From an optimization exercise on the open Yosys and OpenROAD flow, aimed at small area and a short achievable clock period; shortcuts taken in it are not production practice.
Where RTL was checked, it was by simulation tests only, not by an equivalence proof against the original.
Power is estimated from default activity; no workload was simulated.

== run a ==
Design free_list, start of the top module:
module free_list #(
    parameter LEN = 32 + 16,
    parameter LBITS = $clog2(LEN)
) (
    input wire i_clk,
    input wire i_rst_n,
    input wire [LBITS - 1:0] i_ret_p0,
    input wire [LBITS - 1:0] i_ret_p1,
    input wire [LBITS - 1:0] i_ret_p2,
    input wire [LBITS - 1:0] i_ret_p3,
    input wire [2:0] i_ret_count,
    input wire [2:0] i_req_count,
    output reg [LBITS - 1:0] o_req0,
    output reg [LBITS - 1:0] o_req1,
    output reg [LBITS - 1:0] o_req2,
    output reg [LBITS - 1:0] o_req3,
    output reg [2:0] o_req_count,
    output reg [LBITS - 1:0] o_avail_count
);
Size: ~1700 cells after synthesis, about 81 flip-flops, roughly 65 I/O pins, about 9600 sq um of cells after synthesis.
Settings: LEC_CHECK=0, ABC_AREA=1, CAP_MARGIN=20, CORE_MARGIN=2, CORE_UTILIZATION=40, SETUP_SLACK_MARGIN=0.2, SLEW_MARGIN=20; clock period 7.0 ns.
run.sh (not shown) runs the stock make flow with config.mk's settings and CLKGATE_MAP_FILE= SYNTH_SCRIPT=/design/flow/synth_recipe.tcl, a recipe that flattens the netlist after the stock synthesis.
What run b does differently from run a at the input level:
# run a
export LEC_CHECK = 0
export ABC_AREA = 1
export CAP_MARGIN = 20
export CORE_MARGIN = 2
export CORE_UTILIZATION = 40
export SETUP_SLACK_MARGIN = 0.2
export SLEW_MARGIN = 20
create_clock -name core_clock -period 7.0 [get_ports {i_clk}]
# run b
export LEC_CHECK = 0
export ABC_AREA = 1
export CAP_MARGIN = 20
export CORE_MARGIN = 2
export CORE_UTILIZATION = 40
export SETUP_SLACK_MARGIN = 4.5
export SLEW_MARGIN = 20
create_clock -name core_clock -period 7.0 [get_ports {i_clk}]
--- outcome ---
- [compare] base=run a new=run b: sequential share of layout area lost 3.4 points, async set-reset flop share out of synthesis neither gained nor lost much.
- Status: total area of sequential cells parity (run b, run a)

---

free_list, a different RTL version from the one above (not shown whole).
Size: about 1600 cells after synthesis, roughly 81 flip-flops, about 65 I/O pins.
==> flow/design.v (excerpt) <==
module free_list #(
    parameter LEN = 32 + 16,
    parameter LBITS = $clog2(LEN)
) (
    input wire i_clk,
    input wire i_rst_n,
    input wire [LBITS - 1:0] i_ret_p0,
    input wire [LBITS - 1:0] i_ret_p1,
    input wire [LBITS - 1:0] i_ret_p2,
    input wire [LBITS - 1:0] i_ret_p3,
    input wire [2:0] i_ret_count,
    input wire [2:0] i_req_count,
    output reg [LBITS - 1:0] o_req0,
    output reg [LBITS - 1:0] o_req1,
    output reg [LBITS - 1:0] o_req2,
    output reg [LBITS - 1:0] o_req3,
    output reg [2:0] o_req_count,
    output reg [LBITS - 1:0] o_avail_count
);
    localparam NN = 12;    
    reg [47:0] free;
    function automatic [1:0] sadd(input [1:0] x, input [1:0] y);
        sadd = {x[1] | y[1] | (x[0] & y[0]), x[0] | y[0]};
    endfunction
    wire [1:0] ncnt [0:NN - 1];
    wire [1:0] lo0 [0:NN - 1];
    wire [1:0] lo1 [0:NN - 1];
    wire [1:0] hi0 [0:NN - 1];
    wire [1:0] hi1 [0:NN - 1];
    genvar j;
    generate
        for (j = 0; j < NN; j = j + 1) begin : g_nib
  ...
Settings: LEC_CHECK=0, ABC_AREA=1, CAP_MARGIN=20, CORE_MARGIN=2, CORE_UTILIZATION=65, SETUP_SLACK_MARGIN=4.5, SLEW_MARGIN=20; clock period 7.0 ns.
The first run never finished: it broke off in global routing (5_1_grt), error GRT-0232.
Change:
CORE_UTILIZATION = 40   (was 65)
SETUP_SLACK_MARGIN = 4.3   (was 4.5)
TNS_END_PERCENT = 5   (was unset)
What happened: Now the flow produced a clean layout; synthesized cell count stays the same; synthesized area stays the same.
Change:
CORE_UTILIZATION = 52   (was 40)
SETUP_SLACK_MARGIN = 4.5   (was 4.3)
Effect:
- The new run ran to the end with no violations
- cell count drops by a few percent
- non-clock buffer count goes up by 30
- area after synthesis is unchanged
- power grows by a few percent
- register-to-register slack gains 0.18 ns
No run of this note included a check of the RTL's function; only the layout flow was run.

---

The RTL this note starts from:
==> flow/design.v <==
`default_nettype none
module free_list #(
    parameter LEN = 32 + 16,
    parameter LBITS = $clog2(LEN)
) (
    input wire i_clk,
    input wire i_rst_n,
    input wire [LBITS - 1:0] i_ret_p0,
    input wire [LBITS - 1:0] i_ret_p1,
    input wire [LBITS - 1:0] i_ret_p2,
    input wire [LBITS - 1:0] i_ret_p3,
    input wire [2:0] i_ret_count,
    input wire [2:0] i_req_count,
    output reg [LBITS - 1:0] o_req0,
    output reg [LBITS - 1:0] o_req1,
    output reg [LBITS - 1:0] o_req2,
    output reg [LBITS - 1:0] o_req3,
    output reg [2:0] o_req_count,
    output reg [LBITS - 1:0] o_avail_count
);
    localparam NN = 12;    
    reg [47:0] free;
    function automatic [1:0] sadd(input [1:0] x, input [1:0] y);
        sadd = {x[1] | y[1] | (x[0] & y[0]), x[0] | y[0]};
    endfunction
    wire [1:0] ncnt [0:NN - 1];
    wire [1:0] lo0 [0:NN - 1];
    wire [1:0] lo1 [0:NN - 1];
    wire [1:0] hi0 [0:NN - 1];
    wire [1:0] hi1 [0:NN - 1];
    genvar j;
    generate
        for (j = 0; j < NN; j = j + 1) begin : g_nib
            wire a = free[4 * j], b = free[4 * j + 1], c = free[4 * j + 2], d = free[4 * j + 3];
            assign ncnt[j] = {(a & b) | (a & c) | (a & d) | (b & c) | (b & d) | (c & d), a | b | c | d};
            assign lo0[j] = a ? 2'd0 : b ? 2'd1 : c ? 2'd2 : 2'd3;
            assign lo1[j] = (a & b) ? 2'd1 : ((a | b) & c) ? 2'd2 : 2'd3;
            assign hi0[j] = d ? 2'd3 : c ? 2'd2 : b ? 2'd1 : 2'd0;
            assign hi1[j] = (d & c) ? 2'd2 : ((d | c) & b) ? 2'd1 : 2'd0;
        end
    endgenerate
    wire [1:0] sl [0:NN - 1];
    wire [1:0] sh [0:NN - 1];
    wire [1:0] xl [0:NN - 1];    
    wire [1:0] xh [0:NN - 1];    
    generate
        for (j = 0; j < NN; j = j + 1) begin : g_x
            if (j % 4 == 0) begin : g_f
                assign xl[j] = ncnt[j];
            end else begin : g_n
                assign xl[j] = sadd(xl[j - 1], ncnt[j]);
            end
            if (j % 4 == 3) begin : g_hf
                assign xh[j] = ncnt[j];
            end else begin : g_hn
                assign xh[j] = sadd(xh[j + 1], ncnt[j]);
            end
        end
    endgenerate
    wire [1:0] gl1 = xl[3], gl2 = sadd(xl[3], xl[7]);       
    wire [1:0] gh1 = xh[8], gh0 = sadd(xh[8], xh[4]);       
    generate
        for (j = 0; j < NN; j = j + 1) begin : g_s
            if (j < 4) begin : g_0
                assign sl[j] = xl[j];
                assign sh[j] = sadd(gh0, xh[j]);
            end else if (j < 8) begin : g_1
                assign sl[j] = sadd(gl1, xl[j]);
                assign sh[j] = sadd(gh1, xh[j]);
            end else begin : g_2
                assign sl[j] = sadd(gl2, xl[j]);
                assign sh[j] = xh[j];
            end
        end
    endgenerate
    wire [4:0] q = {i_req_count[2], i_req_count[2] | (i_req_count[1] & i_req_count[0]),
                    i_req_count[2] | i_req_count[1], i_req_count != 3'd0, 1'b1};
    wire nl1 = q[1], nl2 = q[3], nh1 = q[2], nh2 = q[4];
    wire [LBITS - 1:0] tl0 [0:NN - 1];
    wire [LBITS - 1:0] tl1 [0:NN - 1];
    wire [LBITS - 1:0] th0 [0:NN - 1];
    wire [LBITS - 1:0] th1 [0:NN - 1];
    wire [47:0] keep;
    generate
        for (j = 0; j < NN; j = j + 1) begin : g_sel
            wire [1:0] pl = (j == 0) ? 2'b00 : sl[j - 1];
            wire [1:0] ph = (j == NN - 1) ? 2'b00 : sh[j + 1];
            wire l0 = ~pl[0], l1 = pl[0] & ~pl[1];    
            wire h0 = ~ph[0], h1 = ph[0] & ~ph[1];
            wire [3:0] nib = j;
            wire sl0 = l0 & ncnt[j][0];
            wire sl1 = (l0 & ncnt[j][1]) | (l1 & ncnt[j][0]);
            wire sh0 = h0 & ncnt[j][0];
            wire sh1 = (h0 & ncnt[j][1]) | (h1 & ncnt[j][0]);
            assign tl0[j] = {LBITS{sl0}} & {nib, lo0[j]};
            assign tl1[j] = {LBITS{sl1}} & {nib, l0 ? lo1[j] : lo0[j]};
            assign th0[j] = {LBITS{sh0}} & {nib, hi0[j]};
            assign th1[j] = {LBITS{sh1}} & {nib, h0 ? hi1[j] : hi0[j]};
            wire a = free[4 * j], b = free[4 * j + 1], c = free[4 * j + 2], d = free[4 * j + 3];
            wire [1:0] rl [0:3];
            wire [1:0] rh [0:3];
            assign rl[0] = pl;
            assign rl[1] = sadd(pl, {1'b0, a});
            assign rl[2] = sadd(pl, {a & b, a | b});
            assign rl[3] = sadd(pl, {(a & b) | (a & c) | (b & c), a | b | c});
            assign rh[3] = ph;
            assign rh[2] = sadd(ph, {1'b0, d});
            assign rh[1] = sadd(ph, {d & c, d | c});
            assign rh[0] = sadd(ph, {(d & c) | (d & b) | (c & b), d | c | b});
            genvar l;
            for (l = 0; l < 4; l = l + 1) begin : g_b
                assign keep[4 * j + l] = free[4 * j + l] &
                                         (~nl1 | rl[l][1] | (rl[l][0] & ~nl2)) &
                                         (~nh1 | rh[l][1] | (rh[l][0] & ~nh2));
            end
        end
    endgenerate
    reg [LBITS - 1:0] cl0, cl1, ch0, ch1;
    integer jj;
    always @(*) begin
        cl0 = 0; cl1 = 0; ch0 = 0; ch1 = 0;
        for (jj = 0; jj < NN; jj = jj + 1) begin
            cl0 = cl0 | tl0[jj];
            cl1 = cl1 | tl1[jj];
            ch0 = ch0 | th0[jj];
            ch1 = ch1 | th1[jj];
        end
    end
    wire [3:0] rv = {i_ret_count[2], i_ret_count[2] | (i_ret_count[1] & i_ret_count[0]),
                     i_ret_count[2] | i_ret_count[1], i_ret_count != 3'd0};
    wire [LBITS - 1:0] rp [0:3];
    assign rp[0] = i_ret_p0;
    assign rp[1] = i_ret_p1;
    assign rp[2] = i_ret_p2;
    assign rp[3] = i_ret_p3;
    wire [5:0] rh [0:3];
    wire [7:0] rl [0:3];
    genvar k, i;
    generate
        for (k = 0; k < 4; k = k + 1) begin : g_pre
            for (i = 0; i < 6; i = i + 1) begin : g_h
                assign rh[k][i] = rv[k] & (rp[k][5:3] == i);
            end
            for (i = 0; i < 8; i = i + 1) begin : g_l
                assign rl[k][i] = rp[k][2:0] == i;
            end
        end
    endgenerate
    wire [47:0] ret;
    generate
        for (i = 0; i < 48; i = i + 1) begin : g_ret
            assign ret[i] = (rh[0][i / 8] & rl[0][i % 8]) | (rh[1][i / 8] & rl[1][i % 8]) |
                            (rh[2][i / 8] & rl[2][i % 8]) | (rh[3][i / 8] & rl[3][i % 8]);
        end
    endgenerate
    wire [4:0] rc1h = {i_ret_count == 3'd4, i_ret_count == 3'd3, i_ret_count == 3'd2,
                       i_ret_count == 3'd1, i_ret_count == 3'd0};
    wire [4:0] qc1h = {i_req_count == 3'd4, i_req_count == 3'd3, i_req_count == 3'd2,
                       i_req_count == 3'd1, i_req_count == 3'd0};
    reg [8:0] dsel;    
    reg [1:0] lo_n;
    reg cup, cdn;
    wire [1:0] alo = o_avail_count[1:0];
    wire [3:0] ahi = o_avail_count[5:2];
    integer ri, qi, m, t;
    always @(*) begin
        dsel = 9'b0;
        for (ri = 0; ri < 5; ri = ri + 1)
            for (qi = 0; qi < 5; qi = qi + 1)
                dsel[ri - qi + 4] = dsel[ri - qi + 4] | (rc1h[ri] & qc1h[qi]);
        lo_n = 2'b0;
        cup = 1'b0;
        cdn = 1'b0;
        for (m = -4; m <= 4; m = m + 1) begin
            lo_n = lo_n | ({2{dsel[m + 4]}} & (alo + m[1:0]));
            t = alo + m;
            cup = cup | (dsel[m + 4] & (t >= 4));
            cdn = cdn | (dsel[m + 4] & (t < 0));
        end
    end
    wire [3:0] ahi_p = ahi + 4'd1;
    wire [3:0] ahi_m = ahi - 4'd1;
    wire [3:0] hi_n = ({4{cup}} & ahi_p) | ({4{cdn}} & ahi_m) | ({4{~cup & ~cdn}} & ahi);
    wire [LBITS - 1:0] avail_n = {hi_n, lo_n};
    always @(posedge i_clk, negedge i_rst_n) begin
        if (!i_rst_n) begin
            free <= {48{1'b1}};
            o_avail_count <= LEN;
            o_req_count <= 3'd0;
        end else begin
            free <= keep | ret;
            o_avail_count <= avail_n;
            o_req_count <= i_req_count;
        end
    end
    always @(posedge i_clk) begin
        o_req0 <= cl0;
        o_req1 <= ch0;
        o_req2 <= cl1;
        o_req3 <= ch1;
    end
endmodule
export LEC_CHECK = 0
export ABC_AREA = 1
export CAP_MARGIN = 20
export CORE_MARGIN = 2
export CORE_UTILIZATION = 40
export CTS_BUF_LIST = sky130_fd_sc_hd__clkbuf_8
export SETUP_SLACK_MARGIN = 4.4
export SLEW_MARGIN = 20
export TNS_END_PERCENT = 5
create_clock -name core_clock -period 7.0 [get_ports {i_clk}]
standard.sh (not shown) runs the stock make flow with config.mk's settings and CLKGATE_MAP_FILE= SYNTH_SCRIPT=/design/flow/synth_recipe.tcl, a recipe that flattens the netlist after the stock synthesis.
==> flow/flow/run.sh <==
#!/bin/bash
# The standard layout, with the port buffers made of plain buffers
# (sky130_fd_sc_hd__buf_1) instead of the default delay buffers; the resizer
# may still resize them. Each tool's log is kept under orfs/logs; the make
# output goes to standard.log.
set -euo pipefail
export BUFFER_PORTS_ARGS="-buffer_cell sky130_fd_sc_hd__buf_1"
bash standard.sh finish > standard.log 2>&1
==> next run, changes <==
==> flow/flow/run.sh (replaced) <==
#!/bin/bash
# The standard layout with two changes: the port buffers are plain buffers
# (sky130_fd_sc_hd__buf_1) instead of the default delay buffers, and Yosys's ABC
# maps the logic for area with "strash; dch; map -a" (no buffering or
# sizing inside ABC; the resizer does that after placement). The flow scripts
# are copied unchanged apart from that ABC script. Each tool's log is kept under
# orfs/logs; the make output goes to standard.log.
set -euo pipefail
rm -rf scripts
cp -r "$FLOW_HOME/scripts" scripts
printf 'strash\ndch\nmap -a\ntopo\nstime -c\n' > scripts/abc_area.script
export SCRIPTS_DIR="$PWD/scripts"
export BUFFER_PORTS_ARGS="-buffer_cell sky130_fd_sc_hd__buf_1"
bash standard.sh finish > standard.log 2>&1
- CTS_CLUSTER_SIZE: default -> 40
Effect: Register-to-register slack got worse by 0.80 ns; flip-flop and latch count is unchanged; total power went up by 23%; via count went up by 0.65%; wire length went up by 6.7%.
==> next run, changes <==
==> flow/flow/run.sh (replaced) <==
#!/bin/bash
# The standard layout, with the port buffers made of plain buffers
# (sky130_fd_sc_hd__buf_1) instead of the default delay buffers; the resizer
# may still resize them. Each tool's log is kept under orfs/logs; the make
# output goes to standard.log.
set -euo pipefail
export BUFFER_PORTS_ARGS="-buffer_cell sky130_fd_sc_hd__buf_1"
bash standard.sh finish > standard.log 2>&1
- CTS_CLUSTER_SIZE: 40 -> default
- TNS_END_PERCENT: 5 -> 20
The new run ran to the end with no violations.
Die area is higher by 11%.
Worst setup slack is better by 0.82 ns.
Wire length is lower by 5.7%.
Clock-buffer cell count stays the same.
Clock skew came out higher by 0.011 ns.
Power drops by 18%.
Core utilization falls by 7.7 points.
Synthesized area grows by 11%.
Via count stays flat.
==> next run, changes <==
- ABC_AREA: 1 -> 0
- TNS_END_PERCENT: 20 -> 5
Effect: The changed run produced a clean layout; area after synthesis grows by roughly a tenth; setup slack got worse by 0.57 ns; design area went up by about a fifth; utilization climbs by 3.4 points; via count rises by about a fifth; hold slack loses 0.029 ns; clock skew climbs by 0.011 ns; sequential cell count stays the same.

==> port drivers added, routing unchanged <==
The flow's constraints put no driver on any port. The routed layouts listed below were extracted and timed again, unchanged, in two steps.
Step 1 assumes that a clkbuf_16 drives the clock port and a buf_2 every other input.
Step 2 also shifts input and output timing later by t, the mid clock arrival at the registers, as if the neighbouring blocks saw the same clock.
Three values: ideal, step 1, step 2; two values: the first two.
run	t (ns)	setup WS [ns]	worst register clock-pin slew, ns	worst data-port slew with drivers (ns)	cell pins on the clock port's net
run a	0.403	2.755 / 2.782 / 2.378	0.07 / 0.07	0.03	1
run b	0.409	4.391 / 4.392 / 3.983	0.07 / 0.07	0.05	1
the second run of note 2	0.403	4.161 / 4.142 / 3.786	0.07 / 0.07	0.06	1
the third run of note 2	0.402	4.148 / 4.176 / 3.773	0.07 / 0.07	0.06	1
the first run of note 3	0.439	4.369 / 4.358 / 3.919	0.11 / 0.11	0.08	1
the second run of note 3	0.433	3.569 / 3.569 / 3.367	0.10 / 0.10	0.04	1
the third run of note 3	0.444	4.393 / 4.349 / 3.906	0.12 / 0.12	0.08	1
the fourth run of note 3	0.430	3.823 / 3.823 / 3.513	0.12 / 0.12	0.04	1
After both steps every run listed still meets setup and hold. The setup slack of the third run of note 3, which loses most, moves by -0.044 ns with the drivers and by -0.487 ns with both steps.
